This is an optimization exercise on Yosys and OpenROAD, whose aim is small area, not a production implementation. Function was checked by simulation only, so behaviour that the tests miss may differ from the original. The flow treats the clock pin as an ideal source, which a real chip does not have.

==> design.v <==
module cfar_detector #(
    parameter DATA_WIDTH = 16,
    parameter GUARD_CELLS = 4,
    parameter REFERENCE_CELLS = 16
)(
    input wire clk,
    input wire rst_n,
    input wire enable,
    input wire [DATA_WIDTH-1:0] data_in,
    input wire data_valid,
    input wire [15:0] threshold_scale,
    output reg [15:0] detected_range,
    output reg [15:0] detected_velocity,
    output reg target_detected
);
wire acc = enable & data_valid;
reg [15:0] dly [1:41];           
reg [20:0] rsum;                 
reg [15:0] cnt;                  
reg        warm;                 
reg        p1, p2;               
integer i;
always @(posedge clk) begin
    if (acc) begin
        dly[1] <= data_in;
        for (i = 2; i <= 41; i = i + 1)
            dly[i] <= dly[i-1];
    end
end
wire [5:0] c6 = cnt[5:0];
wire v16 = warm | (c6 >= 6'd16);
wire v21 = warm | (c6 >= 6'd21);
wire v25 = warm | (c6 >= 6'd25);
wire v41 = warm | (c6 >= 6'd41);
wire [15:0] t16 = dly[16] & {16{v16}};
wire [15:0] t25 = dly[25] & {16{v25}};
wire [15:0] t41 = dly[41] & {16{v41}};
wire [20:0] rsum_next = rsum + data_in - t16 + t25 - t41;
wire [15:0] mean = rsum[20:5];
wire [15:0] scale = threshold_scale;
wire [15:0] cut_n = ~dly[21];
reg hi;
always @(*) begin
    hi = 1'b0;
    for (i = 1; i < 16; i = i + 1)
        hi = hi | (scale[i] & (|(mean >> (16 - i))));
end
wire [15:0] pp [0:15];
genvar gi;
generate
    for (gi = 0; gi < 16; gi = gi + 1) begin : g_pp
        assign pp[gi] = scale & {16{mean[gi]}};
    end
endgenerate
wire ms1 = pp[0][0] ^ cut_n[0] ^ 1'b1;
wire mc2 = (pp[0][0] & cut_n[0]) | (pp[0][0] & 1'b1) | (cut_n[0] & 1'b1);
wire ms3 = pp[0][1] ^ pp[1][0] ^ cut_n[1];
wire mc4 = (pp[0][1] & pp[1][0]) | (pp[0][1] & cut_n[1]) | (pp[1][0] & cut_n[1]);
wire ms5 = pp[0][2] ^ pp[1][1] ^ pp[2][0];
wire mc6 = (pp[0][2] & pp[1][1]) | (pp[0][2] & pp[2][0]) | (pp[1][1] & pp[2][0]);
wire ms7 = cut_n[2] ^ mc4 ^ ms5;
wire mc8 = (cut_n[2] & mc4) | (cut_n[2] & ms5) | (mc4 & ms5);
wire ms9 = pp[0][3] ^ pp[1][2] ^ pp[2][1];
wire mc10 = (pp[0][3] & pp[1][2]) | (pp[0][3] & pp[2][1]) | (pp[1][2] & pp[2][1]);
wire ms11 = pp[3][0] ^ cut_n[3] ^ mc6;
wire mc12 = (pp[3][0] & cut_n[3]) | (pp[3][0] & mc6) | (cut_n[3] & mc6);
wire ms13 = ms9 ^ mc8 ^ ms11;
wire mc14 = (ms9 & mc8) | (ms9 & ms11) | (mc8 & ms11);
wire ms15 = pp[0][4] ^ pp[1][3] ^ pp[2][2];
wire mc16 = (pp[0][4] & pp[1][3]) | (pp[0][4] & pp[2][2]) | (pp[1][3] & pp[2][2]);
wire ms17 = pp[3][1] ^ pp[4][0] ^ cut_n[4];
wire mc18 = (pp[3][1] & pp[4][0]) | (pp[3][1] & cut_n[4]) | (pp[4][0] & cut_n[4]);
wire ms19 = mc10 ^ ms15 ^ ms17;
wire mc20 = (mc10 & ms15) | (mc10 & ms17) | (ms15 & ms17);
wire ms21 = mc12 ^ ms19 ^ mc14;
wire mc22 = (mc12 & ms19) | (mc12 & mc14) | (ms19 & mc14);
wire ms23 = pp[0][5] ^ pp[1][4] ^ pp[2][3];
wire mc24 = (pp[0][5] & pp[1][4]) | (pp[0][5] & pp[2][3]) | (pp[1][4] & pp[2][3]);
wire ms25 = pp[3][2] ^ pp[4][1] ^ pp[5][0];
wire mc26 = (pp[3][2] & pp[4][1]) | (pp[3][2] & pp[5][0]) | (pp[4][1] & pp[5][0]);
wire ms27 = cut_n[5] ^ mc16 ^ mc18;
wire mc28 = (cut_n[5] & mc16) | (cut_n[5] & mc18) | (mc16 & mc18);
wire ms29 = ms23 ^ ms25 ^ mc20;
wire mc30 = (ms23 & ms25) | (ms23 & mc20) | (ms25 & mc20);
wire ms31 = ms27 ^ ms29 ^ mc22;
wire mc32 = (ms27 & ms29) | (ms27 & mc22) | (ms29 & mc22);
wire ms33 = pp[0][6] ^ pp[1][5] ^ pp[2][4];
wire mc34 = (pp[0][6] & pp[1][5]) | (pp[0][6] & pp[2][4]) | (pp[1][5] & pp[2][4]);
wire ms35 = pp[3][3] ^ pp[4][2] ^ pp[5][1];
wire mc36 = (pp[3][3] & pp[4][2]) | (pp[3][3] & pp[5][1]) | (pp[4][2] & pp[5][1]);
wire ms37 = pp[6][0] ^ cut_n[6] ^ mc24;
wire mc38 = (pp[6][0] & cut_n[6]) | (pp[6][0] & mc24) | (cut_n[6] & mc24);
wire ms39 = mc26 ^ ms33 ^ ms35;
wire mc40 = (mc26 & ms33) | (mc26 & ms35) | (ms33 & ms35);
wire ms41 = mc28 ^ ms37 ^ ms39;
wire mc42 = (mc28 & ms37) | (mc28 & ms39) | (ms37 & ms39);
wire ms43 = mc30 ^ ms41 ^ mc32;
wire mc44 = (mc30 & ms41) | (mc30 & mc32) | (ms41 & mc32);
wire ms45 = pp[0][7] ^ pp[1][6] ^ pp[2][5];
wire mc46 = (pp[0][7] & pp[1][6]) | (pp[0][7] & pp[2][5]) | (pp[1][6] & pp[2][5]);
wire ms47 = pp[3][4] ^ pp[4][3] ^ pp[5][2];
wire mc48 = (pp[3][4] & pp[4][3]) | (pp[3][4] & pp[5][2]) | (pp[4][3] & pp[5][2]);
wire ms49 = pp[6][1] ^ pp[7][0] ^ cut_n[7];
wire mc50 = (pp[6][1] & pp[7][0]) | (pp[6][1] & cut_n[7]) | (pp[7][0] & cut_n[7]);
wire ms51 = mc34 ^ mc36 ^ ms45;
wire mc52 = (mc34 & mc36) | (mc34 & ms45) | (mc36 & ms45);
wire ms53 = ms47 ^ ms49 ^ mc38;
wire mc54 = (ms47 & ms49) | (ms47 & mc38) | (ms49 & mc38);
wire ms55 = mc40 ^ ms51 ^ mc42;
wire mc56 = (mc40 & ms51) | (mc40 & mc42) | (ms51 & mc42);
wire ms57 = ms53 ^ ms55 ^ mc44;
wire mc58 = (ms53 & ms55) | (ms53 & mc44) | (ms55 & mc44);
wire ms59 = pp[0][8] ^ pp[1][7] ^ pp[2][6];
wire mc60 = (pp[0][8] & pp[1][7]) | (pp[0][8] & pp[2][6]) | (pp[1][7] & pp[2][6]);
wire ms61 = pp[3][5] ^ pp[4][4] ^ pp[5][3];
wire mc62 = (pp[3][5] & pp[4][4]) | (pp[3][5] & pp[5][3]) | (pp[4][4] & pp[5][3]);
wire ms63 = pp[6][2] ^ pp[7][1] ^ pp[8][0];
wire mc64 = (pp[6][2] & pp[7][1]) | (pp[6][2] & pp[8][0]) | (pp[7][1] & pp[8][0]);
wire ms65 = cut_n[8] ^ mc46 ^ mc48;
wire mc66 = (cut_n[8] & mc46) | (cut_n[8] & mc48) | (mc46 & mc48);
wire ms67 = mc50 ^ ms59 ^ ms61;
wire mc68 = (mc50 & ms59) | (mc50 & ms61) | (ms59 & ms61);
wire ms69 = ms63 ^ mc52 ^ ms65;
wire mc70 = (ms63 & mc52) | (ms63 & ms65) | (mc52 & ms65);
wire ms71 = ms67 ^ mc54 ^ ms69;
wire mc72 = (ms67 & mc54) | (ms67 & ms69) | (mc54 & ms69);
wire ms73 = mc56 ^ ms71 ^ mc58;
wire mc74 = (mc56 & ms71) | (mc56 & mc58) | (ms71 & mc58);
wire ms75 = pp[0][9] ^ pp[1][8] ^ pp[2][7];
wire mc76 = (pp[0][9] & pp[1][8]) | (pp[0][9] & pp[2][7]) | (pp[1][8] & pp[2][7]);
wire ms77 = pp[3][6] ^ pp[4][5] ^ pp[5][4];
wire mc78 = (pp[3][6] & pp[4][5]) | (pp[3][6] & pp[5][4]) | (pp[4][5] & pp[5][4]);
wire ms79 = pp[6][3] ^ pp[7][2] ^ pp[8][1];
wire mc80 = (pp[6][3] & pp[7][2]) | (pp[6][3] & pp[8][1]) | (pp[7][2] & pp[8][1]);
wire ms81 = pp[9][0] ^ cut_n[9] ^ mc60;
wire mc82 = (pp[9][0] & cut_n[9]) | (pp[9][0] & mc60) | (cut_n[9] & mc60);
wire ms83 = mc62 ^ mc64 ^ ms75;
wire mc84 = (mc62 & mc64) | (mc62 & ms75) | (mc64 & ms75);
wire ms85 = ms77 ^ ms79 ^ mc66;
wire mc86 = (ms77 & ms79) | (ms77 & mc66) | (ms79 & mc66);
wire ms87 = mc68 ^ ms81 ^ ms83;
wire mc88 = (mc68 & ms81) | (mc68 & ms83) | (ms81 & ms83);
wire ms89 = mc70 ^ ms85 ^ ms87;
wire mc90 = (mc70 & ms85) | (mc70 & ms87) | (ms85 & ms87);
wire ms91 = mc72 ^ ms89 ^ mc74;
wire mc92 = (mc72 & ms89) | (mc72 & mc74) | (ms89 & mc74);
wire ms93 = pp[0][10] ^ pp[1][9] ^ pp[2][8];
wire mc94 = (pp[0][10] & pp[1][9]) | (pp[0][10] & pp[2][8]) | (pp[1][9] & pp[2][8]);
wire ms95 = pp[3][7] ^ pp[4][6] ^ pp[5][5];
wire mc96 = (pp[3][7] & pp[4][6]) | (pp[3][7] & pp[5][5]) | (pp[4][6] & pp[5][5]);
wire ms97 = pp[6][4] ^ pp[7][3] ^ pp[8][2];
wire mc98 = (pp[6][4] & pp[7][3]) | (pp[6][4] & pp[8][2]) | (pp[7][3] & pp[8][2]);
wire ms99 = pp[9][1] ^ pp[10][0] ^ cut_n[10];
wire mc100 = (pp[9][1] & pp[10][0]) | (pp[9][1] & cut_n[10]) | (pp[10][0] & cut_n[10]);
wire ms101 = mc76 ^ mc78 ^ mc80;
wire mc102 = (mc76 & mc78) | (mc76 & mc80) | (mc78 & mc80);
wire ms103 = ms93 ^ ms95 ^ ms97;
wire mc104 = (ms93 & ms95) | (ms93 & ms97) | (ms95 & ms97);
wire ms105 = ms99 ^ mc82 ^ mc84;
wire mc106 = (ms99 & mc82) | (ms99 & mc84) | (mc82 & mc84);
wire ms107 = ms101 ^ ms103 ^ mc86;
wire mc108 = (ms101 & ms103) | (ms101 & mc86) | (ms103 & mc86);
wire ms109 = mc88 ^ ms105 ^ mc90;
wire mc110 = (mc88 & ms105) | (mc88 & mc90) | (ms105 & mc90);
wire ms111 = ms107 ^ ms109 ^ mc92;
wire mc112 = (ms107 & ms109) | (ms107 & mc92) | (ms109 & mc92);
wire ms113 = pp[0][11] ^ pp[1][10] ^ pp[2][9];
wire mc114 = (pp[0][11] & pp[1][10]) | (pp[0][11] & pp[2][9]) | (pp[1][10] & pp[2][9]);
wire ms115 = pp[3][8] ^ pp[4][7] ^ pp[5][6];
wire mc116 = (pp[3][8] & pp[4][7]) | (pp[3][8] & pp[5][6]) | (pp[4][7] & pp[5][6]);
wire ms117 = pp[6][5] ^ pp[7][4] ^ pp[8][3];
wire mc118 = (pp[6][5] & pp[7][4]) | (pp[6][5] & pp[8][3]) | (pp[7][4] & pp[8][3]);
wire ms119 = pp[9][2] ^ pp[10][1] ^ pp[11][0];
wire mc120 = (pp[9][2] & pp[10][1]) | (pp[9][2] & pp[11][0]) | (pp[10][1] & pp[11][0]);
wire ms121 = cut_n[11] ^ mc94 ^ mc96;
wire mc122 = (cut_n[11] & mc94) | (cut_n[11] & mc96) | (mc94 & mc96);
wire ms123 = mc98 ^ mc100 ^ ms113;
wire mc124 = (mc98 & mc100) | (mc98 & ms113) | (mc100 & ms113);
wire ms125 = ms115 ^ ms117 ^ ms119;
wire mc126 = (ms115 & ms117) | (ms115 & ms119) | (ms117 & ms119);
wire ms127 = mc102 ^ mc104 ^ ms121;
wire mc128 = (mc102 & mc104) | (mc102 & ms121) | (mc104 & ms121);
wire ms129 = ms123 ^ ms125 ^ mc106;
wire mc130 = (ms123 & ms125) | (ms123 & mc106) | (ms125 & mc106);
wire ms131 = ms127 ^ mc108 ^ ms129;
wire mc132 = (ms127 & mc108) | (ms127 & ms129) | (mc108 & ms129);
wire ms133 = mc110 ^ ms131 ^ mc112;
wire mc134 = (mc110 & ms131) | (mc110 & mc112) | (ms131 & mc112);
wire ms135 = pp[0][12] ^ pp[1][11] ^ pp[2][10];
wire mc136 = (pp[0][12] & pp[1][11]) | (pp[0][12] & pp[2][10]) | (pp[1][11] & pp[2][10]);
wire ms137 = pp[3][9] ^ pp[4][8] ^ pp[5][7];
wire mc138 = (pp[3][9] & pp[4][8]) | (pp[3][9] & pp[5][7]) | (pp[4][8] & pp[5][7]);
wire ms139 = pp[6][6] ^ pp[7][5] ^ pp[8][4];
wire mc140 = (pp[6][6] & pp[7][5]) | (pp[6][6] & pp[8][4]) | (pp[7][5] & pp[8][4]);
wire ms141 = pp[9][3] ^ pp[10][2] ^ pp[11][1];
wire mc142 = (pp[9][3] & pp[10][2]) | (pp[9][3] & pp[11][1]) | (pp[10][2] & pp[11][1]);
wire ms143 = pp[12][0] ^ cut_n[12] ^ mc114;
wire mc144 = (pp[12][0] & cut_n[12]) | (pp[12][0] & mc114) | (cut_n[12] & mc114);
wire ms145 = mc116 ^ mc118 ^ mc120;
wire mc146 = (mc116 & mc118) | (mc116 & mc120) | (mc118 & mc120);
wire ms147 = ms135 ^ ms137 ^ ms139;
wire mc148 = (ms135 & ms137) | (ms135 & ms139) | (ms137 & ms139);
wire ms149 = ms141 ^ mc122 ^ mc124;
wire mc150 = (ms141 & mc122) | (ms141 & mc124) | (mc122 & mc124);
wire ms151 = mc126 ^ ms143 ^ ms145;
wire mc152 = (mc126 & ms143) | (mc126 & ms145) | (ms143 & ms145);
wire ms153 = ms147 ^ mc128 ^ ms149;
wire mc154 = (ms147 & mc128) | (ms147 & ms149) | (mc128 & ms149);
wire ms155 = ms151 ^ mc130 ^ ms153;
wire mc156 = (ms151 & mc130) | (ms151 & ms153) | (mc130 & ms153);
wire ms157 = mc132 ^ ms155 ^ mc134;
wire mc158 = (mc132 & ms155) | (mc132 & mc134) | (ms155 & mc134);
wire ms159 = pp[0][13] ^ pp[1][12] ^ pp[2][11];
wire mc160 = (pp[0][13] & pp[1][12]) | (pp[0][13] & pp[2][11]) | (pp[1][12] & pp[2][11]);
wire ms161 = pp[3][10] ^ pp[4][9] ^ pp[5][8];
wire mc162 = (pp[3][10] & pp[4][9]) | (pp[3][10] & pp[5][8]) | (pp[4][9] & pp[5][8]);
wire ms163 = pp[6][7] ^ pp[7][6] ^ pp[8][5];
wire mc164 = (pp[6][7] & pp[7][6]) | (pp[6][7] & pp[8][5]) | (pp[7][6] & pp[8][5]);
wire ms165 = pp[9][4] ^ pp[10][3] ^ pp[11][2];
wire mc166 = (pp[9][4] & pp[10][3]) | (pp[9][4] & pp[11][2]) | (pp[10][3] & pp[11][2]);
wire ms167 = pp[12][1] ^ pp[13][0] ^ cut_n[13];
wire mc168 = (pp[12][1] & pp[13][0]) | (pp[12][1] & cut_n[13]) | (pp[13][0] & cut_n[13]);
wire ms169 = mc136 ^ mc138 ^ mc140;
wire mc170 = (mc136 & mc138) | (mc136 & mc140) | (mc138 & mc140);
wire ms171 = mc142 ^ ms159 ^ ms161;
wire mc172 = (mc142 & ms159) | (mc142 & ms161) | (ms159 & ms161);
wire ms173 = ms163 ^ ms165 ^ ms167;
wire mc174 = (ms163 & ms165) | (ms163 & ms167) | (ms165 & ms167);
wire ms175 = mc144 ^ mc146 ^ mc148;
wire mc176 = (mc144 & mc146) | (mc144 & mc148) | (mc146 & mc148);
wire ms177 = ms169 ^ ms171 ^ ms173;
wire mc178 = (ms169 & ms171) | (ms169 & ms173) | (ms171 & ms173);
wire ms179 = mc150 ^ mc152 ^ ms175;
wire mc180 = (mc150 & mc152) | (mc150 & ms175) | (mc152 & ms175);
wire ms181 = ms177 ^ mc154 ^ ms179;
wire mc182 = (ms177 & mc154) | (ms177 & ms179) | (mc154 & ms179);
wire ms183 = mc156 ^ ms181 ^ mc158;
wire mc184 = (mc156 & ms181) | (mc156 & mc158) | (ms181 & mc158);
wire ms185 = pp[0][14] ^ pp[1][13] ^ pp[2][12];
wire mc186 = (pp[0][14] & pp[1][13]) | (pp[0][14] & pp[2][12]) | (pp[1][13] & pp[2][12]);
wire ms187 = pp[3][11] ^ pp[4][10] ^ pp[5][9];
wire mc188 = (pp[3][11] & pp[4][10]) | (pp[3][11] & pp[5][9]) | (pp[4][10] & pp[5][9]);
wire ms189 = pp[6][8] ^ pp[7][7] ^ pp[8][6];
wire mc190 = (pp[6][8] & pp[7][7]) | (pp[6][8] & pp[8][6]) | (pp[7][7] & pp[8][6]);
wire ms191 = pp[9][5] ^ pp[10][4] ^ pp[11][3];
wire mc192 = (pp[9][5] & pp[10][4]) | (pp[9][5] & pp[11][3]) | (pp[10][4] & pp[11][3]);
wire ms193 = pp[12][2] ^ pp[13][1] ^ pp[14][0];
wire mc194 = (pp[12][2] & pp[13][1]) | (pp[12][2] & pp[14][0]) | (pp[13][1] & pp[14][0]);
wire ms195 = cut_n[14] ^ mc160 ^ mc162;
wire mc196 = (cut_n[14] & mc160) | (cut_n[14] & mc162) | (mc160 & mc162);
wire ms197 = mc164 ^ mc166 ^ mc168;
wire mc198 = (mc164 & mc166) | (mc164 & mc168) | (mc166 & mc168);
wire ms199 = ms185 ^ ms187 ^ ms189;
wire mc200 = (ms185 & ms187) | (ms185 & ms189) | (ms187 & ms189);
wire ms201 = ms191 ^ ms193 ^ mc170;
wire mc202 = (ms191 & ms193) | (ms191 & mc170) | (ms193 & mc170);
wire ms203 = mc172 ^ mc174 ^ ms195;
wire mc204 = (mc172 & mc174) | (mc172 & ms195) | (mc174 & ms195);
wire ms205 = ms197 ^ ms199 ^ mc176;
wire mc206 = (ms197 & ms199) | (ms197 & mc176) | (ms199 & mc176);
wire ms207 = mc178 ^ ms201 ^ ms203;
wire mc208 = (mc178 & ms201) | (mc178 & ms203) | (ms201 & ms203);
wire ms209 = mc180 ^ ms205 ^ ms207;
wire mc210 = (mc180 & ms205) | (mc180 & ms207) | (ms205 & ms207);
wire ms211 = mc182 ^ ms209 ^ mc184;
wire mc212 = (mc182 & ms209) | (mc182 & mc184) | (ms209 & mc184);
wire ms213 = pp[0][15] ^ pp[1][14] ^ pp[2][13];
wire mc214 = (pp[0][15] & pp[1][14]) | (pp[0][15] & pp[2][13]) | (pp[1][14] & pp[2][13]);
wire ms215 = pp[3][12] ^ pp[4][11] ^ pp[5][10];
wire mc216 = (pp[3][12] & pp[4][11]) | (pp[3][12] & pp[5][10]) | (pp[4][11] & pp[5][10]);
wire ms217 = pp[6][9] ^ pp[7][8] ^ pp[8][7];
wire mc218 = (pp[6][9] & pp[7][8]) | (pp[6][9] & pp[8][7]) | (pp[7][8] & pp[8][7]);
wire ms219 = pp[9][6] ^ pp[10][5] ^ pp[11][4];
wire mc220 = (pp[9][6] & pp[10][5]) | (pp[9][6] & pp[11][4]) | (pp[10][5] & pp[11][4]);
wire ms221 = pp[12][3] ^ pp[13][2] ^ pp[14][1];
wire mc222 = (pp[12][3] & pp[13][2]) | (pp[12][3] & pp[14][1]) | (pp[13][2] & pp[14][1]);
wire ms223 = pp[15][0] ^ cut_n[15] ^ mc186;
wire mc224 = (pp[15][0] & cut_n[15]) | (pp[15][0] & mc186) | (cut_n[15] & mc186);
wire ms225 = mc188 ^ mc190 ^ mc192;
wire mc226 = (mc188 & mc190) | (mc188 & mc192) | (mc190 & mc192);
wire ms227 = mc194 ^ ms213 ^ ms215;
wire mc228 = (mc194 & ms213) | (mc194 & ms215) | (ms213 & ms215);
wire ms229 = ms217 ^ ms219 ^ ms221;
wire mc230 = (ms217 & ms219) | (ms217 & ms221) | (ms219 & ms221);
wire ms231 = mc196 ^ mc198 ^ mc200;
wire mc232 = (mc196 & mc198) | (mc196 & mc200) | (mc198 & mc200);
wire ms233 = ms223 ^ ms225 ^ ms227;
wire mc234 = (ms223 & ms225) | (ms223 & ms227) | (ms225 & ms227);
wire ms235 = ms229 ^ mc202 ^ mc204;
wire mc236 = (ms229 & mc202) | (ms229 & mc204) | (mc202 & mc204);
wire ms237 = ms231 ^ ms233 ^ mc206;
wire mc238 = (ms231 & ms233) | (ms231 & mc206) | (ms233 & mc206);
wire ms239 = mc208 ^ ms235 ^ mc210;
wire mc240 = (mc208 & ms235) | (mc208 & mc210) | (ms235 & mc210);
wire ms241 = ms237 ^ ms239 ^ mc212;
wire mc242 = (ms237 & ms239) | (ms237 & mc212) | (ms239 & mc212);
wire ms243 = mc214 ^ mc216 ^ mc218;
wire mc244 = (mc214 & mc216) | (mc214 & mc218) | (mc216 & mc218);
wire ms245 = mc220 ^ mc222 ^ mc224;
wire mc246 = (mc220 & mc222) | (mc220 & mc224) | (mc222 & mc224);
wire ms247 = mc226 ^ mc228 ^ mc230;
wire mc248 = (mc226 & mc228) | (mc226 & mc230) | (mc228 & mc230);
wire ms249 = ms243 ^ mc232 ^ mc234;
wire mc250 = (ms243 & mc232) | (ms243 & mc234) | (mc232 & mc234);
wire ms251 = ms245 ^ ms247 ^ mc236;
wire mc252 = (ms245 & ms247) | (ms245 & mc236) | (ms247 & mc236);
wire ms253 = ms249 ^ mc238 ^ ms251;
wire mc254 = (ms249 & mc238) | (ms249 & ms251) | (mc238 & ms251);
wire ms255 = mc240 ^ ms253 ^ mc242;
wire mc256 = (mc240 & ms253) | (mc240 & mc242) | (ms253 & mc242);
wire ms257 = mc244 ^ mc246 ^ mc248;
wire ms258 = mc250 ^ ms257 ^ mc252;
wire ms259 = mc254 ^ ms258 ^ mc256;
wire [17:0] mra = {ms259, ms255, ms241, ms211, ms183, ms157, ms133, ms111, ms91, ms73, ms57, ms43, ms31, ms21, ms13, ms7, mc2, ms1};
wire [17:0] mrb = {1'b0, 1'b0, 1'b0, 1'b0, 1'b0, 1'b0, 1'b0, 1'b0, 1'b0, 1'b0, 1'b0, 1'b0, 1'b0, 1'b0, 1'b0, 1'b0, ms3, 1'b0};
wire [17:0] w = mra + mrb;
wire det_next = v21 & ~hi & ~w[17] & ~w[16];
always @(posedge clk or negedge rst_n) begin
    if (!rst_n) begin
        rsum <= 0;
        cnt <= 0;
        warm <= 0;
        p1 <= 0;
        p2 <= 0;
        target_detected <= 0;
        detected_range <= 0;
        detected_velocity <= 0;
    end else if (acc) begin
        rsum <= rsum_next;
        cnt <= cnt + 1'b1;
        if (&c6)
            warm <= 1'b1;
        p1 <= det_next;
        p2 <= p1;
        target_detected <= p2;
        if (p2) begin
            detected_range <= {6'd0, cnt[9:0]};
            detected_velocity <= {10'd0, cnt[15:10]};
        end
    end
end
endmodule
==> flow/run.sh <==
#!/bin/bash
# Standard ORFS layout with two changes: input/output port buffers use the
# smallest buffer cell, and clock tree synthesis uses small clock buffers
# without dummy loads.
set -euo pipefail
export BUFFER_PORTS_ARGS="-buffer_cell sky130_fd_sc_hd__buf_1"
export CTS_ARGS="-sink_clustering_enable -repair_clock_nets -dont_use_dummy_load -buf_list sky130_fd_sc_hd__clkbuf_8 -sink_clustering_size 18 -sink_clustering_max_diameter 60"
bash standard.sh finish > standard_make.log 2>&1
==> standard.sh <==
#!/bin/bash
# synth_recipe.tcl (not shown) runs the flow's synth.tcl, then flattens the netlist and writes it again
# the make line also repeats each setting of config.mk as NAME=value (left out here)
make -C /OpenROAD-flow-scripts/flow DESIGN_CONFIG=/design/flow/config.mk WORK_HOME=/design/flow/orfs CLKGATE_MAP_FILE= SYNTH_SCRIPT=/design/flow/synth_recipe.tcl "${@:-finish}"
==> config.mk <==
export PLATFORM = sky130hd
export DESIGN_NAME = cfar_detector
export DESIGN_NICKNAME = cfar_detector
export VERILOG_FILES = /design/flow/design.v
export SDC_FILE = /design/flow/constraint.sdc
export NUM_CORES = 4
export LEC_CHECK = 0
export CAP_MARGIN = 20
export CORE_MARGIN = 2
export CORE_UTILIZATION = 60
export SLEW_MARGIN = 20
==> constraint.sdc <==
create_clock -name core_clock -period 10.0 [get_ports {clk}]
set_input_delay 2.0000 -clock core_clock [delete_from_list [all_inputs] [get_ports {clk}]]
set_output_delay 2.0000 -clock core_clock [all_outputs]
set_load 0.01 [all_outputs]
==> summary.txt, run 1 <==
Share of layout cells above drive strength 1 - 5.33%
Post-synthesis register bit count - 713
Max incr delay on CP - 0.52 ns
Port bufs - 52
HP Class - flop to flop
Worst slew pin tran - 1.07 ns
Hold path endpoint - dly[30][4]$_DFFE_PP_
Reg-to-reg startpoint - rsum[6]$_DFFE_PN0P_
Min-delay src - dly[29][4]$_DFFE_PP_
R2R cell count - 30
Wire length per cell - 20.0 µm
Worst Setup SP - threshold_scale[0]
Worst Hold Depth - 0
Final ANT Viol Nets - 0
Slowest CP cell - buf_1
Clk buf depth - 3
Clock latency on the worst-skew pair - 0.66 ns
Postcts setup bufs - 0
CP most frequent cell - fa_1
CP startpoint kind - input port
Vias - 12100
Yosys cell types - 50
Core Util, Final - 64.5%
Crit path time final - 8.81 ns
Netlist Area Pre-Place - 28500 µm²
Initial core utilization - 61.0%
Hold_buf cts - 0
Top-area cell type share of the netlist area - 69.2%
Clk sinks - 713
Status - no timing/DRC/antenna violations
Gates resized, CTS repair - 0
Number of CTS-inserted buffers - 50
Area grow syn2layout - 5.64%
Crit Path Max Fanout - 16
Req. time, crit path - 10.47 ns
Tcrit/Tclk final - 88.1%
Hold Vio Cnt, Final - 0
Slew headroom - 28.6%
Clk pin slew, worst setup/hold paths - 0.11 ns
Row cnt - 79
Crit path capture type - flop
Top-count cell post-synth - edfxtp_1
Die Width - 222 µm
Ports - 69
Die height - 222 µm
Max Clock Skew - 0.0741 ns
Area contributors post-synth - edfxtp_1 (69%), fa_1 (12%), dfrtp_1 (5.0%), and2_1 (2.2%), inv_1 (2.0%)
Reg2reg end - p1$_DFFE_PN0P_
Cells after DPL - 2208
Fin nets - 1896
Critical Path AT - 9.28 ns
Share of flip-flops with an asynchronous set or reset - 7.99%
Post-Route WL - 45200 µm
Post-synth EDFFs - 656
WS Path Type - input port to flop
Yosys warns - 2
Antenna diodes - 0
Antenna violations before repair - 0
Pre-antenna DRT Iters - 5
Synth top cells by count - edfxtp_1 (656), fa_1 (175), inv_1 (152), nand2_1 (121), and2_1 (102)
Drc violations - 0
DR iter-0 viols - 962
Detailed placement HPWL - 29100 µm
Main flop type after synthesis - edfxtp_1
Sum Neg Setup Slack - 0 ns
First-pass GRT wire length - 71300 µm
Largest net degree at the start of global routing - 209
Tot GR Track Use - 19.2%
FF-to-FF setup slack - 2.24 ns
Post-synth top area cell - edfxtp_1
Mapped Cells - 1572
CORE AREA - 46700 µm²
H-tree levels - 2
CTS tree - built
Total global routing overflow - 0
RSZ-0062 raised after global routing - false
Maximum clock rate - 113 MHz
Setup violators final - 0
Register area share after synthesis - 74.2%
Layout Cells excl Fill - 2259
Synth Area per Inst - 18.1 µm²
Final slew viol count - 0
Vias in the first global route - 12600
Average vias per placed instance - 5.35
Placer congestion estimate - 0.866
Max Cap Viol - 0
Full die area - 49200 µm²
Root buf cell - clkbuf_8
[critical path, delay by kind of cell]
family          cells  cell delay [ns]
buf+inv             9             1.00
compound gates      3             0.61
fa+ha+maj          15             4.99
simple gates        4             0.66
[state kept, by name, indices dropped and copies added (netlist names)]
signal / count
dly: 656
rsum: 21
cnt: 16
detected_range: 10
detected_velocity: 6
p1: 1
p2: 1
target_detected: 1
warm: 1
[stage by stage]
stage,setup slack [ns],cell area (µm²),hold slack (ns)
6_report,1.19,30100,0.373
5_1_grt,0.791,30100,0.357
4_1_cts,1.25,30000,0.366
3_5_place_dp,0.587,29400,0.405
3_3_place_gp,0.834,29400,0.401
2_1_floorplan,1.37,28500,0.400
[metal layers]
metal	vias up	global-route usage, %	share of wire [%]
li1	5577	-	-
met1	6201	29.4	47
met2	230	28.6	46
met3	72	3.14	4.1
met4	0	6.84	3.1
met5	-	0	0
[layout by cell type, fill, tap and decap left out, types with 6 or more instances in the layout]
cell / Yosys / layout
clkbuf_8: 0 / 50
buf_1: 5 / 51
buf_4: 16 / 12
nand2b_1: 7 / 7
nor2b_1: 20 / 20
edfxtp_1: 656 / 656
nand3_1: 8 / 8
xnor2_1: 22 / 22
o31ai_1: 8 / 8
o21ai_0: 34 / 34
and2_1: 102 / 102
nor3_1: 6 / 6
nor2_1: 12 / 12
ha_1: 31 / 31
mux2_2: 13 / 13
inv_1: 152 / 152
nand4_1: 11 / 11
fa_1: 175 / 175
dfrtp_1: 57 / 57
conb_1: 1 / 16
xor2_1: 11 / 11
nand2_1: 121 / 121
a21oi_1: 18 / 18
[layout make-up]
class	instances	area, µm²
clock buffer	50	688
fill	3295	16600
inverter	153	582
multi-input combinational	669	6580
sequential	713	21100
tap	607	759
timing repair buffer	67	345
[cells by family after synthesis]
| logic type | count (synthesis) | share of synthesized area (%) |
|---|---|---|
| DFF | 713 | 74.2 |
| buffers and inverters | 205 | 2.92 |
| AOI/OAI and AO/OA | 93 | 2.06 |
| and+or+nand+nor | 308 | 5.63 |
| muxes | 13 | 0.514 |
| other | 1 | 0.0132 |
| adders and majority gates | 206 | 13.7 |
| xor gates and xnor gates | 33 | 1.02 |
[how the worst max path moves through the flow]
stage / to / slack, ns / cells after the start
2_1_floorplan: p1$_DFFE_PN0P_ / 1.37 / 31
4_1_cts: p1$_DFFE_PN0P_ / 1.25 / 31
3_3_place_gp: p1$_DFFE_PN0P_ / 0.83 / 31
6_report: p1$_DFFE_PN0P_ / 1.19 / 31
5_1_grt: p1$_DFFE_PN0P_ / 0.79 / 31
3_5_place_dp: p1$_DFFE_PN0P_ / 0.59 / 31
==> inputs of run 2 (changes only) <==
==> flow/run.sh (replaced) <==
#!/bin/bash
# Standard ORFS layout with two changes: input/output port buffers use the
# smallest buffer cell, and clock tree synthesis uses small clock buffers
# without dummy loads.
set -euo pipefail
export BUFFER_PORTS_ARGS="-buffer_cell sky130_fd_sc_hd__buf_1"
export CTS_ARGS="-sink_clustering_enable -repair_clock_nets -dont_use_dummy_load -buf_list sky130_fd_sc_hd__clkbuf_16 -sink_clustering_size 36 -sink_clustering_max_diameter 90"
bash standard.sh finish > standard_make.log 2>&1
==> summary.txt, run 2 <==
Max incr delay on CP - 0.51 ns (was 0.52 ns)
Top-count cell post-synth - edfxtp_1 (unchanged)
RSZ-0062 raised after global routing - false (unchanged)
Crit Path Max Fanout - 16 (unchanged)
Slew headroom - 29.0% (was 28.6%)
Crit path time final - 8.81 ns (about the same)
Final slew viol count - 0 (unchanged)
Clk pin slew, worst setup/hold paths - 0.12 ns (was 0.11 ns)
Final ANT Viol Nets - 0 (unchanged)
Yosys cell types - 50 (unchanged)
Tot GR Track Use - 18.7% (was 19.2%)
Max Cap Viol - 0 (unchanged)
Clock latency on the worst-skew pair - 0.61 ns (was 0.66 ns)
Port bufs - 52 (unchanged)
Netlist Area Pre-Place - 28500 µm² (unchanged)
Largest Register - dly (unchanged)
Max reg flops - 656 (unchanged)
Most frequent cells in the layout - edfxtp_1 (656), fa_1 (175), inv_1 (152) (unchanged)
Mapped Cells - 1572 (unchanged)
Average vias per placed instance - 5.35 (about the same)
Die Width - 222 µm (unchanged)
Reg2reg end - p1$_DFFE_PN0P_ (unchanged)
Postcts setup bufs - 0 (unchanged)
Vias in the first global route - 12300 (was 12600)
Final Cell Area - 30000 µm² (was 30100 µm²)
R2R cell count - 30 (unchanged)
Area contributors post-synth - edfxtp_1 (69%), fa_1 (12%), dfrtp_1 (5.0%), and2_1 (2.2%), inv_1 (2.0%) (unchanged)
Cells after DPL - 2208 (unchanged)
CTS tree - built (unchanged)
Post-synth top area cell - edfxtp_1 (unchanged)
Row cnt - 79 (unchanged)
Critical Path AT - 9.27 ns (was 9.28 ns)
WS Path Type - input port to flop (unchanged)
Met1 wire length - 21100 µm (was 21300 µm)
Core Util, Final - 64.4% (was 64.5%)
Area grow syn2layout - 5.51% (was 5.64%)
Top-area cell type share of the netlist area - 69.2% (unchanged)
Total global routing overflow - 0 (unchanged)
Detailed placement HPWL - 29100 µm (unchanged)
Hold Vio Cnt, Final - 0 (unchanged)
Dpl cell area - 29400 µm² (unchanged)
Fillers - 3296 (was 3295)
H-tree levels - 1 (was 2)
Setup violators final - 0 (unchanged)
Max Clock Skew - 0.0769 ns (was 0.0741 ns)
CORE AREA - 46700 µm² (unchanged)
CP most frequent cell - fa_1 (unchanged)
Wire length per cell - 20.0 µm (about the same)
FF-to-FF setup slack - 2.23 ns (was 2.24 ns)
Die height - 222 µm (unchanged)
Min-delay src - dly[39][11]$_DFFE_PP_ (was dly[29][4]$_DFFE_PP_)
Synth top cells by count - edfxtp_1 (656), fa_1 (175), inv_1 (152), nand2_1 (121), and2_1 (102) (unchanged)
Crit path capture type - flop (unchanged)
Hold_buf cts - 0 (unchanged)
HP Class - flop to flop (unchanged)
Full die area - 49200 µm² (unchanged)
Largest net degree at the start of global routing - 209 (unchanged)
Metal2 WL - 20600 µm (was 20700 µm)
Register area share after synthesis - 74.2% (unchanged)
Reg-to-reg startpoint - rsum[6]$_DFFE_PN0P_ (unchanged)
Hold slack - 0.378 ns (was 0.373 ns)
First-pass GRT wire length - 70200 µm (was 71300 µm)
Yosys warns - 2 (unchanged)
Initial core utilization - 61.0% (unchanged)
Most common cell after layout, fill and taps aside - edfxtp_1 (unchanged)
Drc violations - 0 (unchanged)
Status - no timing/DRC/antenna violations (unchanged)
Vias - 12000 (was 12100)
Worst Hold Depth - 0 (unchanged)
Main flop type after synthesis - edfxtp_1 (unchanged)
DP Worst Slack - 0.587 ns (unchanged)
Pre-antenna DRT Iters - 5 (unchanged)
Antenna violations before repair - 0 (unchanged)
DR iter-0 viols - 962 (unchanged)
Sum Neg Setup Slack - 0 ns (unchanged)
Placer congestion estimate - 0.866 (unchanged)
Worst slew pin tran - 1.06 ns (was 1.07 ns)
Req. time, crit path - 10.46 ns (was 10.47 ns)
Post-synth EDFFs - 656 (unchanged)
Clk buf depth - 3 (unchanged)
Tcrit/Tclk final - 88.1% (about the same)
Max layer used - met4 (unchanged)
Share of flip-flops with an asynchronous set or reset - 7.99% (unchanged)
Clk sinks - 713 (unchanged)
Maximum clock rate - 114 MHz (was 113 MHz)
Biggest regs - dly x656, rsum x21, cnt x16 (unchanged)
Share of layout cells above drive strength 1 - 3.93% (was 5.33%)
Root buf cell - clkbuf_16 (was clkbuf_8)
Routed wl met3 - 1550 µm (was 1840 µm)
Antenna diodes - 0 (unchanged)
Slowest CP cell - buf_1 (unchanged)
Gates resized, CTS repair - 0 (unchanged)
Hold path endpoint - dly[40][11]$_DFFE_PP_ (was dly[30][4]$_DFFE_PP_)
CP startpoint kind - input port (unchanged)
Post-synthesis register bit count - 713 (unchanged)
Ports - 69 (unchanged)
Post-Route WL - 44600 µm (was 45200 µm)
Number of CTS-inserted buffers - 26 (was 50)
Post-route setup slack - 1.19 ns (about the same)
Layout Cells excl Fill - 2235 (was 2259)
Synth Area per Inst - 18.1 µm² (unchanged)
Fin nets - 1872 (was 1896)
## run 2: cell count changes in the layout (fill, tap and decap cells not counted)
cell	previous run	this run
clkbuf_16	0	26
clkbuf_8	50	0
## run 2: cell families after synthesis
| family | Yosys count | synth area share (%) |
|---|---|---|
| AO/OA/AOI/OAI | 93 | 2.06 |
| XOR/XNOR | 33 | 1.02 |
| adder cells (fa/ha/maj) | 206 | 13.7 |
| buffers and inverters | 205 | 2.92 |
| flip-flops | 713 | 74.2 |
| multiplexers | 13 | 0.514 |
| other | 1 | 0.0132 |
| AND/OR/NAND/NOR | 308 | 5.63 |
## run 2: layout make-up
type	instances	area (µm²)	share of cell area (%)
Inverter	153	582	1.94
Clock buffer	26	651	2.17
Tap cell	607	759	2.53
Sequential cell	713	21100	70.3
Timing Repair Buffer	67	345	1.15
Multi-Input combinational cell	669	6580	21.9
## run 2: routing by layer
layer  vias up  GRT usage [%]
li1       5525              -
met1      6210           29.1
met2       162           28.6
met3        65           2.20
met4         0           5.60
met5         -              0
## run 2: how the worst max path moves through the flow
| stage | start | end | depth (start not counted) |
|---|---|---|---|
| 2_1_floorplan | threshold_scale[1] | p1$_DFFE_PN0P_ | 31 |
| 6_report | threshold_scale[0] | p1$_DFFE_PN0P_ | 31 |
| 4_1_cts | threshold_scale[0] | p1$_DFFE_PN0P_ | 31 |
| 3_5_place_dp | threshold_scale[0] | p1$_DFFE_PN0P_ | 31 |
| 3_3_place_gp | threshold_scale[1] | p1$_DFFE_PN0P_ | 31 |
| 5_1_grt | threshold_scale[1] | p1$_DFFE_PN0P_ | 31 |
## run 2: critical path, delay by kind of cell
| family | cells | cell delay (ns) |
|---|---|---|
| simple gates | 4 | 0.66 |
| buf+inv | 9 | 0.99 |
| compound gates | 3 | 0.61 |
| fa+ha+maj | 15 | 4.99 |
==> inputs of run 3 (changes only) <==
==> flow/run.sh (replaced) <==
#!/bin/bash
# Standard ORFS layout with two changes: input/output port buffers use the
# smallest buffer cell, and clock tree synthesis uses small clock buffers
# without dummy loads.
set -euo pipefail
export BUFFER_PORTS_ARGS="-buffer_cell sky130_fd_sc_hd__buf_1"
export CTS_ARGS="-sink_clustering_enable -repair_clock_nets -dont_use_dummy_load -buf_list sky130_fd_sc_hd__clkbuf_16 -sink_clustering_size 28 -sink_clustering_max_diameter 70"
bash standard.sh finish > standard_make.log 2>&1
==> summary.txt, run 3 <==
Number of CTS-inserted buffers - 38 (was 26)
Hold Vio Cnt, Final - 0 (unchanged)
Max incr delay on CP - 0.52 ns (was 0.51 ns)
Post-synthesis register bit count - 713 (unchanged)
HP Class - flop to flop (unchanged)
Share of flip-flops with an asynchronous set or reset - 7.99% (unchanged)
First-pass GRT wire length - 70900 µm (was 70200 µm)
Die height - 222 µm (unchanged)
Port bufs - 52 (unchanged)
Netlist Area Pre-Place - 28500 µm² (unchanged)
WS Path Type - input port to flop (unchanged)
Reg-to-reg startpoint - rsum[6]$_DFFE_PN0P_ (unchanged)
Core Util, Final - 65.2% (was 64.4%)
Slowest CP cell - buf_1 (unchanged)
Largest Register - dly (unchanged)
Vias - 12000 (about the same)
R2R cell count - 30 (unchanged)
Biggest regs - dly x656, rsum x21, cnt x16 (unchanged)
Area contributors post-synth - edfxtp_1 (69%), fa_1 (12%), dfrtp_1 (5.0%), and2_1 (2.2%), inv_1 (2.0%) (unchanged)
Max Clock Skew - 0.0641 ns (was 0.0769 ns)
CORE AREA - 46700 µm² (unchanged)
Main flop type after synthesis - edfxtp_1 (unchanged)
Fin nets - 1886 (was 1872)
Worst Setup SP - threshold_scale[0] (unchanged)
CTS tree - built (unchanged)
Slew headroom - 40.0% (was 29.0%)
Crit path time final - 8.90 ns (was 8.81 ns)
Crit Path Max Fanout - 16 (unchanged)
Mapped Cells - 1572 (unchanged)
Clock latency on the worst-skew pair - 0.57 ns (was 0.61 ns)
Min-delay src - dly[17][2]$_DFFE_PP_ (was dly[39][11]$_DFFE_PP_)
Worst slew pin tran - 0.901 ns (was 1.06 ns)
Largest net degree at the start of global routing - 209 (unchanged)
Placer congestion estimate - 0.866 (unchanged)
Critical Path AT - 9.28 ns (was 9.27 ns)
Hold slack - 0.380 ns (was 0.378 ns)
Root buf cell - clkbuf_16 (unchanged)
DP Worst Slack - 0.587 ns (unchanged)
RSZ-0062 raised after global routing - false (unchanged)
Synth top cells by count - edfxtp_1 (656), fa_1 (175), inv_1 (152), nand2_1 (121), and2_1 (102) (unchanged)
Yosys warns - 2 (unchanged)
Antenna diodes - 0 (unchanged)
Synth Area per Inst - 18.1 µm² (unchanged)
Top-count cell post-synth - edfxtp_1 (unchanged)
Layout Cells excl Fill - 2249 (was 2235)
Cells after DPL - 2208 (unchanged)
Postcts setup bufs - 0 (unchanged)
CP startpoint kind - input port (unchanged)
CP most frequent cell - fa_1 (unchanged)
Yosys cell types - 50 (unchanged)
Maximum clock rate - 112 MHz (was 114 MHz)
Vias in the first global route - 12500 (was 12300)
Post-route setup slack - 1.10 ns (was 1.19 ns)
Row cnt - 79 (unchanged)
Share of layout cells above drive strength 1 - 4.75% (was 3.93%)
Top-area cell type share of the netlist area - 69.2% (unchanged)
Ports - 69 (unchanged)
Setup violators final - 0 (unchanged)
Antenna violations before repair - 0 (unchanged)
Initial core utilization - 61.0% (unchanged)
Detailed placement HPWL - 29100 µm (unchanged)
Max Cap Viol - 0 (unchanged)
Full die area - 49200 µm² (unchanged)
DR iter-0 viols - 911 (was 962)
Die Width - 222 µm (unchanged)
Total global routing overflow - 0 (unchanged)
Post-Route WL - 45000 µm (was 44600 µm)
Tcrit/Tclk final - 89.0% (was 88.1%)
Sum Neg Setup Slack - 0 ns (unchanged)
Clk pin slew, worst setup/hold paths - 0.08 ns (was 0.12 ns)
Area grow syn2layout - 6.75% (was 5.51%)
Drc violations - 0 (unchanged)
Wire length per cell - 20.0 µm (about the same)
Post-synth top area cell - edfxtp_1 (unchanged)
Worst Hold Depth - 0 (unchanged)
Final ANT Viol Nets - 0 (unchanged)
Gates resized, CTS repair - 0 (unchanged)
Max reg flops - 656 (unchanged)
Pre-antenna DRT Iters - 5 (unchanged)
Tot GR Track Use - 19.1% (was 18.7%)
Average vias per placed instance - 5.35 (about the same)
Final slew viol count - 0 (unchanged)
Most frequent cells in the layout - edfxtp_1 (656), fa_1 (175), inv_1 (152) (unchanged)
Post-synth EDFFs - 656 (unchanged)
Status - no timing/DRC/antenna violations (unchanged)
Crit path capture type - flop (unchanged)
Req. time, crit path - 10.38 ns (was 10.46 ns)
Hold_buf cts - 0 (unchanged)
Clk buf depth - 3 (unchanged)
H-tree levels - 2 (was 1)
Clk sinks - 713 (unchanged)
Register area share after synthesis - 74.2% (unchanged)
Most common cell after layout, fill and taps aside - edfxtp_1 (unchanged)
==> run 3: cell counts after synthesis <==
No cell type changed its count.
==> run 3: kinds of logic after synthesis <==
family,share of synthesized area (%)
AND/OR/NAND/NOR,5.63
XOR/XNOR,1.02
adder cells (fa/ha/maj),13.7
AO/OA/AOI/OAI,2.06
flip-flops,74.2
multiplexers,0.514
buffers and inverters,2.92
other,0.0132
==> run 3: critical path, delay by kind of cell <==
kind / cells / cell delay, ns
fa+ha+maj: 15 / 5.00
buf+inv: 9 / 1.00
simple gates: 4 / 0.66
compound gates: 3 / 0.61
==> run 3: metal layers <==
metal  track usage, %  vias up  part of all wire [%]  wire, µm
li1                 -     5563                     -         -
met1             29.3     6194                    47     21400
met2             28.4      206                    46     20500
met3             2.72       75                   3.3      1510
met4             7.28        0                   3.6      1620
met5                0        -                     0         0
==> run 3: final timing paths <==
path                                         to  slack, ns
setup / recovery                 p1$_DFFE_PN0P_       1.10
hold / removal             dly[18][2]$_DFFE_PP_       0.38
setup reg to reg                 p1$_DFFE_PN0P_       2.23
hold reg to reg            dly[18][2]$_DFFE_PP_       0.38
max in group asynchronous        p1$_DFFE_PN0P_       7.80
min in group asynchronous   cnt[14]$_DFFE_PN0P_       1.60
==> run 3: cell type report <==
| cell class | count | area, µm² |
|---|---|---|
| well taps | 607 | 759 |
| clock buffers | 38 | 951 |
| multi-input cells | 669 | 6580 |
| inverters | 153 | 582 |
| fillers | 3254 | 16300 |
| repair buffers | 69 | 400 |
| flip-flops and latches | 713 | 21100 |
==> run 3: metrics by stage <==
step / cell area (µm²)
global route: 30400
finish: 30400
CTS: 30300
global placement: 29400
detailed placement: 29400
floorplan: 28500
==> inputs of run 4 (changes only) <==
==> flow/run.sh (replaced) <==
#!/bin/bash
# Standard ORFS layout with two changes: input/output port buffers use the
# smallest buffer cell, and clock tree synthesis uses small clock buffers
# without dummy loads.
set -euo pipefail
export BUFFER_PORTS_ARGS="-buffer_cell sky130_fd_sc_hd__buf_1"
export CTS_ARGS="-sink_clustering_enable -repair_clock_nets -dont_use_dummy_load -buf_list sky130_fd_sc_hd__clkbuf_8 -sink_clustering_size 16 -sink_clustering_max_diameter 60"
bash standard.sh finish > standard_make.log 2>&1
==> summary.txt, run 4 <==
Post-synth EDFFs - 656 (unchanged)
Top-count cell post-synth - edfxtp_1 (unchanged)
Biggest regs - dly x656, rsum x21, cnt x16 (unchanged)
Pre-antenna DRT Iters - 7 (was 5)
Post-synth top area cell - edfxtp_1 (unchanged)
Final slew viol count - 0 (unchanged)
Antenna diodes - 0 (unchanged)
Post-Route WL - 45400 µm (was 45000 µm)
Layout Cells excl Fill - 2264 (was 2249)
CTS tree - built (unchanged)
Drc violations - 0 (unchanged)
Final ANT Viol Nets - 0 (unchanged)
Full die area - 49200 µm² (unchanged)
Clk sinks - 713 (unchanged)
Maximum clock rate - 114 MHz (was 112 MHz)
Max reg flops - 656 (unchanged)
Hold Vio Cnt, Final - 0 (unchanged)
DP Worst Slack - 0.587 ns (unchanged)
Antenna violations before repair - 0 (unchanged)
Share of flip-flops with an asynchronous set or reset - 7.99% (unchanged)
Area grow syn2layout - 5.88% (was 6.75%)
Max Clock Skew - 0.0760 ns (was 0.0641 ns)
Critical Path AT - 9.27 ns (was 9.28 ns)
CORE AREA - 46700 µm² (unchanged)
Clock latency on the worst-skew pair - 0.68 ns (was 0.57 ns)
Tcrit/Tclk final - 87.7% (was 89.0%)
DR iter-0 viols - 1008 (was 911)
Post-synthesis register bit count - 713 (unchanged)
Slew headroom - 30.1% (was 40.0%)
Netlist Area Pre-Place - 28500 µm² (unchanged)
Postcts setup bufs - 0 (unchanged)
Sum Neg Setup Slack - 0 ns (unchanged)
Placer congestion estimate - 0.866 (unchanged)
Die height - 222 µm (unchanged)
Mapped Cells - 1572 (unchanged)
Max incr delay on CP - 0.51 ns (was 0.52 ns)
Cells after DPL - 2208 (unchanged)
Yosys warns - 2 (unchanged)
Detailed placement HPWL - 29100 µm (unchanged)
Yosys cell types - 50 (unchanged)
Slowest CP cell - buf_1 (unchanged)
Fin nets - 1901 (was 1886)
Worst slew pin tran - 1.05 ns (was 0.901 ns)
Register area share after synthesis - 74.2% (unchanged)
Hold_buf cts - 0 (unchanged)
Core Util, Final - 64.6% (was 65.2%)
Root buf cell - clkbuf_8 (was clkbuf_16)
Gates resized, CTS repair - 0 (unchanged)
Total global routing overflow - 0 (unchanged)
Vias - 12100 (was 12000)
Status - no timing/DRC/antenna violations (unchanged)
Die Width - 222 µm (unchanged)
Port bufs - 52 (unchanged)
Largest Register - dly (unchanged)
Vias in the first global route - 12600 (was 12500)
Wire length per cell - 20.1 µm (was 20.0 µm)
Setup violators final - 0 (unchanged)
Synth top cells by count - edfxtp_1 (656), fa_1 (175), inv_1 (152), nand2_1 (121), and2_1 (102) (unchanged)
Row cnt - 79 (unchanged)
Most common cell after layout, fill and taps aside - edfxtp_1 (unchanged)
Area contributors post-synth - edfxtp_1 (69%), fa_1 (12%), dfrtp_1 (5.0%), and2_1 (2.2%), inv_1 (2.0%) (unchanged)
Clk pin slew, worst setup/hold paths - 0.09 ns (was 0.08 ns)
Ports - 69 (unchanged)
HP Class - flop to flop (unchanged)
H-tree levels - 2 (unchanged)
Tot GR Track Use - 19.2% (was 19.1%)
Largest net degree at the start of global routing - 209 (unchanged)
Clk buf depth - 3 (unchanged)
Max Cap Viol - 0 (unchanged)
Initial core utilization - 61.0% (unchanged)
Synth Area per Inst - 18.1 µm² (unchanged)
First-pass GRT wire length - 71300 µm (was 70900 µm)
Share of layout cells above drive strength 1 - 5.61% (was 4.75%)
Most frequent cells in the layout - edfxtp_1 (656), fa_1 (175), inv_1 (152) (unchanged)
Post-route setup slack - 1.23 ns (was 1.10 ns)
Average vias per placed instance - 5.34 (was 5.35)
Crit path capture type - flop (unchanged)
Req. time, crit path - 10.51 ns (was 10.38 ns)
Crit path time final - 8.77 ns (was 8.90 ns)
WS Path Type - input port to flop (unchanged)
Top-area cell type share of the netlist area - 69.2% (unchanged)
CP most frequent cell - fa_1 (unchanged)
Number of CTS-inserted buffers - 55 (was 38)
Main flop type after synthesis - edfxtp_1 (unchanged)
RSZ-0062 raised after global routing - false (unchanged)
Crit Path Max Fanout - 16 (unchanged)
CP startpoint kind - input port (unchanged)
==> run 4: cells by family (layout without fill, tap and decap cells) <==
family	count (synthesis)	count (layout)	share of synthesized area, %
compound gates	93	93	2.06
xor+xnor	33	33	1.02
fa+ha+maj	206	206	13.7
buf+inv	205	275	2.92
flops	713	713	74.2
mux	13	13	0.514
other cells	1	16	0.0132
simple gates	308	308	5.63
==> run 4: final timing paths <==
check | cells after the start | startpoint | endpoint | slack [ns]
worst min-delay path | 0 | dly[12][2]$_DFFE_PP_ | dly[13][2]$_DFFE_PP_ | 0.38
worst max-delay path | 31 | threshold_scale[0] | p1$_DFFE_PN0P_ | 1.23
max in group asynchronous | 2 | rst_n | rsum[3]$_DFFE_PN0P_ | 7.89
min in group asynchronous | 2 | rst_n | detected_velocity[0]$_DFFE_PN0P_ | 1.52
worst max register to register | 30 | rsum[6]$_DFFE_PN0P_ | p1$_DFFE_PN0P_ | 2.23
worst min register to register | 0 | dly[12][2]$_DFFE_PP_ | dly[13][2]$_DFFE_PP_ | 0.38
==> run 4: layout make-up <==
type                       count  area, µm²
sequential                   713      21100
timing repair buffer          67        345
fill                        3285      16500
clock buffer                  55        757
inverter                     153        582
multi-input combinational    669       6580
tap                          607        759
==> run 4: routing by layer <==
layer | GRT usage [%] | routed length (µm) | vias up
li1 | - | - | 5574
met1 | 29.3 | 21400 | 6218
met2 | 28.8 | 20800 | 215
met3 | 3.45 | 1740 | 81
met4 | 6.45 | 1430 | 0
met5 | 0 | 0 | -
==> run 4: stage by stage <==
stage          hold slack (ns)  instance area, µm²
2_1_floorplan            0.400               28500
3_3_place_gp             0.401               29400
3_5_place_dp             0.405               29400
4_1_cts                  0.382               30100
5_1_grt                  0.375               30100
6_report                 0.379               30100
==> run 4: critical path, delay by kind of cell <==
family / cells / cell delay [ns]
AO/OA/AOI/OAI: 3 / 0.61
buffers and inverters: 9 / 0.99
adder cells (fa/ha/maj): 15 / 4.99
AND/OR/NAND/NOR: 4 / 0.67

[afterwards: timing with drivers on the ports]
No port has a modelled driver above. Below, the same layouts with a new extraction and two added sets of constraints. Step 1: set_driving_cell puts a clkbuf_16 on clk and a buf_2 on each other input, an assumption about the parent block. Step 2, shift: input delay + t, output delay - t, t = (earliest + latest rising clock arrival at the registers) / 2. This alone moves slack from input paths to output paths. Slacks: ideal ports / drivers / drivers and shift; pairs: ideal ports / drivers.
| run | shift t [ns] | setup slack, ns | worst setup path at the end | clock arrival spread, ns | worst register clock-pin slew, ns |
|---|---|---|---|---|---|
| run 1 | 0.670 | 1.188 / 1.198 / 0.528 | input to register | 0.078 / 0.078 | 0.11 / 0.11 |
| run 2 | 0.625 | 1.193 / 1.208 / 0.583 | input to register | 0.078 / 0.077 | 0.12 / 0.12 |
| run 3 | 0.595 | 1.104 / 1.118 / 0.523 | input to register | 0.074 / 0.074 | 0.10 / 0.10 |
| run 4 | 0.673 | 1.235 / 1.244 / 0.570 | input to register | 0.125 / 0.125 | 0.10 / 0.10 |
After both steps setup and hold are still met in every run listed. For run 4, which loses most, drivers alone change the setup slack by +0.009 ns; drivers and shift together by -0.665 ns.
